From an optimization exercise on the open Yosys and OpenROAD flow, aimed at small area; shortcuts taken in it are not production practice.
The RTL was checked by simulation tests, not by an equivalence proof against the original design.
Power figures rest on the tool's default switching activity, not on a simulated workload.

==> flow/design.v <==
`timescale 1ns / 1ps
module seg7ment_sub(
input wire [3:0] num,
output reg [6:0] a_to_g );
always @(*)
case(num)
0: a_to_g=7'b0000001;
1: a_to_g=7'b1001111;
2: a_to_g=7'b0010010;
3: a_to_g=7'b0000110;
4: a_to_g=7'b1001100;
5: a_to_g=7'b0100100;
6: a_to_g=7'b0100000; 
7: a_to_g=7'b0001111;
8: a_to_g=7'b0000000;
9: a_to_g=7'b0000100;
'hA: a_to_g=7'b0001000;
'hB: a_to_g=7'b1100000;
'hC: a_to_g=7'b0110001;
'hD: a_to_g=7'b1000010;
'hE: a_to_g=7'b0110000;
'hF: a_to_g=7'b0111000;
default: a_to_g=7'b0000001;
endcase
endmodule
module taxi_top(
	input [1:0] light,
	input restart,
	input endcar,
	input park,
	input showaltogether,
	input clk,
	input rst,
	input showdistance,
	input restartall,
	output [6:0] a_to_g,
	output [3:0] enable,
	output point
    );
	reg [5:0]  clk_cnt;
	reg [3:0]  park_cnt;
	reg [15:0] distance;
	reg [2:0]  od_k;
	reg [3:0]  od_f1, od_f2;
	reg [4:0]  od_f3;
	reg [2:0]  al_k, rn_k;
	reg [14:0] al_f, rn_f;     
	wire day  = light[1] & light[0];
	wire tick = (clk_cnt == 6'd62);
	wire rs   = restart | restartall;
	always @(posedge clk)
		if (rst) clk_cnt <= 0;
		else     clk_cnt <= clk_cnt + 1'b1;
	always @(posedge clk)
		if (rst) park_cnt <= 0;
		else if (tick) park_cnt <= (park_cnt == 4'd10) ? 4'd0 : park_cnt + 1'b1;
	wire [3:0] d0 = distance[3:0], d1 = distance[7:4], d2 = distance[11:8], d3 = distance[15:12];
	wire n0 = d0[3] & d0[0], n1 = d1[3] & d1[0], n2 = d2[3] & d2[0], n3 = d3[3] & d3[0];
	wire dinc = tick & ~park & ~endcar;
	reg [15:0] distance_n;
	always @(*) begin
		distance_n = distance;
		if (n0 & n1 & n2 & n3) distance_n = distance;
		else begin
			distance_n[3:0]   = n0 ? 4'd0 : d0 + 1'b1;
			if (n0) distance_n[7:4]   = n1 ? 4'd0 : d1 + 1'b1;
			if (n0 & n1) distance_n[11:8]  = n2 ? 4'd0 : d2 + 1'b1;
			if (n0 & n1 & n2) distance_n[15:12] = d3 + 1'b1;
		end
	end
	always @(posedge clk)
		if (rst | rs) distance <= 0;
		else if (dinc) distance <= distance_n;
	wire one  = (d0 == 4'd1);
	wire hi   = one & (distance[15:8] != 0);
	wire lo   = one & (d1 >= 4'd3);
	wire addt = tick & ~endcar;
	wire add0 = addt & park & (park_cnt == 0);
	wire add1 = addt & ~(park & (park_cnt == 0)) & (hi | lo);
	wire [2:0] amt1 = day ? (hi ? 3'd4 : 3'd3) : (hi ? 3'd5 : 3'd4);
	wire [2:0] od_s0 = od_k + add0;
	wire od_c0 = od_s0[2] | od_s0[1];
	wire [4:0] od_s1 = od_f1 + (add1 ? amt1 : 3'd0) + od_c0;
	wire od_c1 = od_s1 > 9;
	wire od_c2 = od_c1 & od_f2[3] & od_f2[0];
	wire od_sat = od_c2 & (od_f3[4] | (od_f3[3] & od_f3[0]));
	always @(posedge clk)
		if (rst) {od_f3, od_f2, od_f1, od_k} <= 0;
		else if (rs) {od_f3, od_f2, od_f1, od_k} <= {5'd0, 4'd1, day ? 4'd4 : 4'd7, 3'd0};
		else if (od_sat) {od_f3, od_f2, od_f1, od_k} <= {5'd19, 4'd6, 4'd12, 3'd5};
		else begin
			od_k  <= od_c0 ? od_s0 - 3'd2 : od_s0;
			od_f1 <= od_c1 ? od_s1 - 5'd10 : od_s1;
			od_f2 <= od_c2 ? 4'd0 : od_f2 + od_c1;
			if (od_c2) od_f3 <= {1'b0, od_f3[3:0] + 4'd1};
		end
	reg [14:0] al_pf;
	always @(*)
		if (~restart) al_pf = al_f;
		else if (day) al_pf = {rn_f[14:10], rn_f[9:5] + 5'd1, rn_f[4:2] + 3'd1, rn_f[1:0]};
		else          al_pf = {{rn_f[14:10], rn_f[9:5]} + 10'd1, rn_f[4:3], rn_f[2:0] + 3'd7};
	wire [2:0] al_pk = restart ? rn_k : al_k;
	wire al_a0 = add0 & ~restart, al_a1 = add1 & ~restart;
	wire [2:0] al_s0 = al_pk + al_a0;
	wire al_c0 = al_s0[2] | al_s0[1];
	wire [4:0] al_s1 = al_pf[4:0] + (al_a1 ? amt1 : 3'd0) + al_c0;
	wire al_c1 = al_s1 > 9;
	wire [4:0] al_s2 = al_pf[9:5] + al_c1;
	wire al_c2 = al_c1 & (al_s2 > 9);
	wire [4:0] al_s3 = al_pf[14:10] + al_c2;
	wire al_sat = al_c2 & (al_s3 > 9);
	always @(posedge clk)
		if (rst | (restart & restartall)) {al_f, al_k} <= 0;
		else if (al_sat) {al_f, al_k} <= {5'd19, 5'd6, 5'd12, 3'd5};
		else begin
			al_k <= al_c0 ? al_s0 - 3'd2 : al_s0;
			al_f <= {al_s3, al_c2 ? al_s2 - 5'd10 : al_s2, al_c1 ? al_s1 - 5'd10 : al_s1};
		end
	always @(posedge clk)
		if (rst | (restart & restartall)) {rn_f, rn_k} <= 0;
		else if (endcar & ~restart) {rn_f, rn_k} <= {al_f, al_k};
	function [3:0] f0dig;
		input [2:0] k;
		case (k)
			3'd0: f0dig = 4'h0;
			3'd1: f0dig = 4'h5;
			3'd2: f0dig = 4'hA;
			3'd3: f0dig = 4'hF;
			3'd4: f0dig = 4'h4;
			default: f0dig = 4'h9;
		endcase
	endfunction
	reg show;
	always @(*)
		case (light)
			2'd0: show = clk_cnt[3:0] <= 4'd1;
			2'd1: show = clk_cnt[3:0] <= 4'd2;
			2'd2: show = clk_cnt[3:0] <= 4'd4;
			default: show = clk_cnt[3:0] <= 4'd13;
		endcase
	wire [1:0] dig = clk_cnt[5:4] | {2{~show}};
	reg [3:0] fnum;
	always @(*)
		if (showdistance) fnum = distance[dig*4 +: 4];
		else case (dig)
			2'd0: fnum = f0dig(showaltogether ? rn_k : od_k);
			2'd1: fnum = showaltogether ? rn_f[3:0]   : od_f1;
			2'd2: fnum = showaltogether ? rn_f[8:5]   : od_f2;
			default: fnum = showaltogether ? rn_f[13:10] : od_f3[3:0];
		endcase
	assign enable = show ? ~(4'b1000 >> clk_cnt[5:4]) : 4'b1111;
	assign point  = ~(show & (clk_cnt[5:4] == 2'd1));
	seg7ment_sub C(.num(fnum), .a_to_g(a_to_g));
endmodule
clock: 12.0 ns
lec_check: 0
cap_margin: 20
core_margin: 2
core_utilization: 60
slew_margin: 20
standard.sh (not shown) runs the stock make flow with config.mk's settings and CLKGATE_MAP_FILE= SYNTH_SCRIPT=/design/flow/synth_recipe.tcl, a recipe that flattens the netlist after the stock synthesis.
==> flow/flow/run.sh <==
#!/bin/bash
# Own layout flow: the standard flow (standard.sh) with these changes:
#  - synthesis maps the logic with an area-oriented abc script
#    (flow/abc_area.script) and without half/full-adder cells; the registers
#    are those of the standard synthesis;
#  - port buffers are the smallest buffer;
#  - clock tree: small buffers and no dummy loads (settings in flow/cts.env).
# The make output is in flow.log; each step's own log is under orfs/logs/.
set -euo pipefail
W=$(pwd)
export FLOW_ABC_SCRIPT=$W/flow/abc_area.script
source $W/flow/cts.env
sed "s|SYNTH_SCRIPT=[^ ]*|SYNTH_SCRIPT=$W/flow/synth.tcl|" standard.sh > run_standard.sh
grep -q "SYNTH_SCRIPT=$W/flow/synth.tcl" run_standard.sh
bash run_standard.sh ADDER_MAP_FILE= "BUFFER_PORTS_ARGS=-buffer_cell sky130_fd_sc_hd__buf_1" \
  "CTS_ARGS=$CTS_ARGS" finish > flow.log 2>&1
==> flow/flow/abc_area.script <==
strash
dc2
balance
rewrite
refactor
balance
rewrite
rewrite -z
balance
refactor -z
rewrite -z
balance
dc2
balance
rewrite
refactor
balance
rewrite
rewrite -z
balance
refactor -z
rewrite -z
balance
&get -n
&dch -f
&nf -R 1000
&put
==> flow/flow/cts.env <==
CTS_ARGS="-sink_clustering_enable -repair_clock_nets -sink_clustering_size 30 -sink_clustering_max_diameter 120 -buf_list sky130_fd_sc_hd__clkbuf_8 -root_buf sky130_fd_sc_hd__clkbuf_8 -dont_use_dummy_load"
==> flow/flow/synth.tcl <==
# The standard flow's synthesis (synth_recipe.tcl) with one change: abc maps the logic with
# an area-oriented script (flow/abc_area.script) instead of ORFS's.
proc synth {args} { yosys synth -nofsm -noshare {*}$args }
rename source __orig_source
proc source {args} {
  set r [uplevel 1 [list __orig_source {*}$args]]
  if { [string match *synth_preamble.tcl [lindex $args end]] } {
    upvar #0 abc_args abc_args
    set i [lsearch -exact $abc_args -script]
    lset abc_args [expr {$i + 1}] $::env(FLOW_ABC_SCRIPT)
    puts "abc args: $abc_args"
  }
  return $r
}
source $::env(SCRIPTS_DIR)/synth.tcl
# left out here: clear keep_hierarchy, flatten, clean up, hide names made inside functions, write 1_2_yosys.v
The baseline produced a clean layout.
Next try:
==> flow/flow/cts.env (replaced) <==
CTS_ARGS="-sink_clustering_enable -repair_clock_nets -sink_clustering_size 16 -sink_clustering_max_diameter 100 -buf_list sky130_fd_sc_hd__clkbuf_4 -root_buf sky130_fd_sc_hd__clkbuf_8 -dont_use_dummy_load"
Final cell count is unchanged.
Die area is unchanged.
Total power stays the same.
Utilization stays the same.
Sequential cell count stays the same.
Next try:
--- a/flow/flow/abc_area.script
+++ b/flow/flow/abc_area.script
@@ -23,5 +23,7 @@
 balance
-&get -n
-&dch -f
-&nf -R 1000
-&put
+dch -f
+amap
+mfs
+strash
+dch -f
+amap
Result: Die area decreases by 4.1%. Design area decreases by 5.3%. Total power increases by 8.6%. Setup slack degrades by 1100 ps. Sequential share of layout area increases by 1.9 points. Register-to-register slack degrades by 980 ps. Synthesized cell count increases by 8.3%. Global-route usage increases by 0.52 points. Non-clock buffer count decreases by 4. Wire length increases by 0.61%. Utilization increases by 0.13 points.

==> what the ideal ports hide <==
The results above use ideal ports. As a check the final layouts listed here were re-extracted and re-timed, cells and wires unchanged. Step 1 assumes that a clkbuf_16 drives the clock port and a buf_2 every other input. Step 2, shift: input delay + t, output delay - t, t = (earliest + latest rising clock arrival at the registers) / 2. This alone moves slack from input paths to output paths. Three values: no drivers, after step 1, after step 2; two values: the first two.
run | t, ns | setup WS [ns] | worst setup path at the end | clock arrival spread, ns | worst register clock-pin slew, ns
the first run | 0.370 | 3.954 / 3.960 / 3.590 | input to register | 0.028 / 0.028 | 0.08 / 0.08
the second run | 0.370 | 3.954 / 3.960 / 3.590 | input to register | 0.028 / 0.028 | 0.08 / 0.08
the third run | 0.376 | 2.836 / 2.838 / 2.462 | input to register | 0.026 / 0.025 | 0.08 / 0.08
After both steps setup and hold are still met in every run listed. For the third run, which loses most, drivers alone change the setup slack by +0.002 ns; drivers and shift together by -0.374 ns.
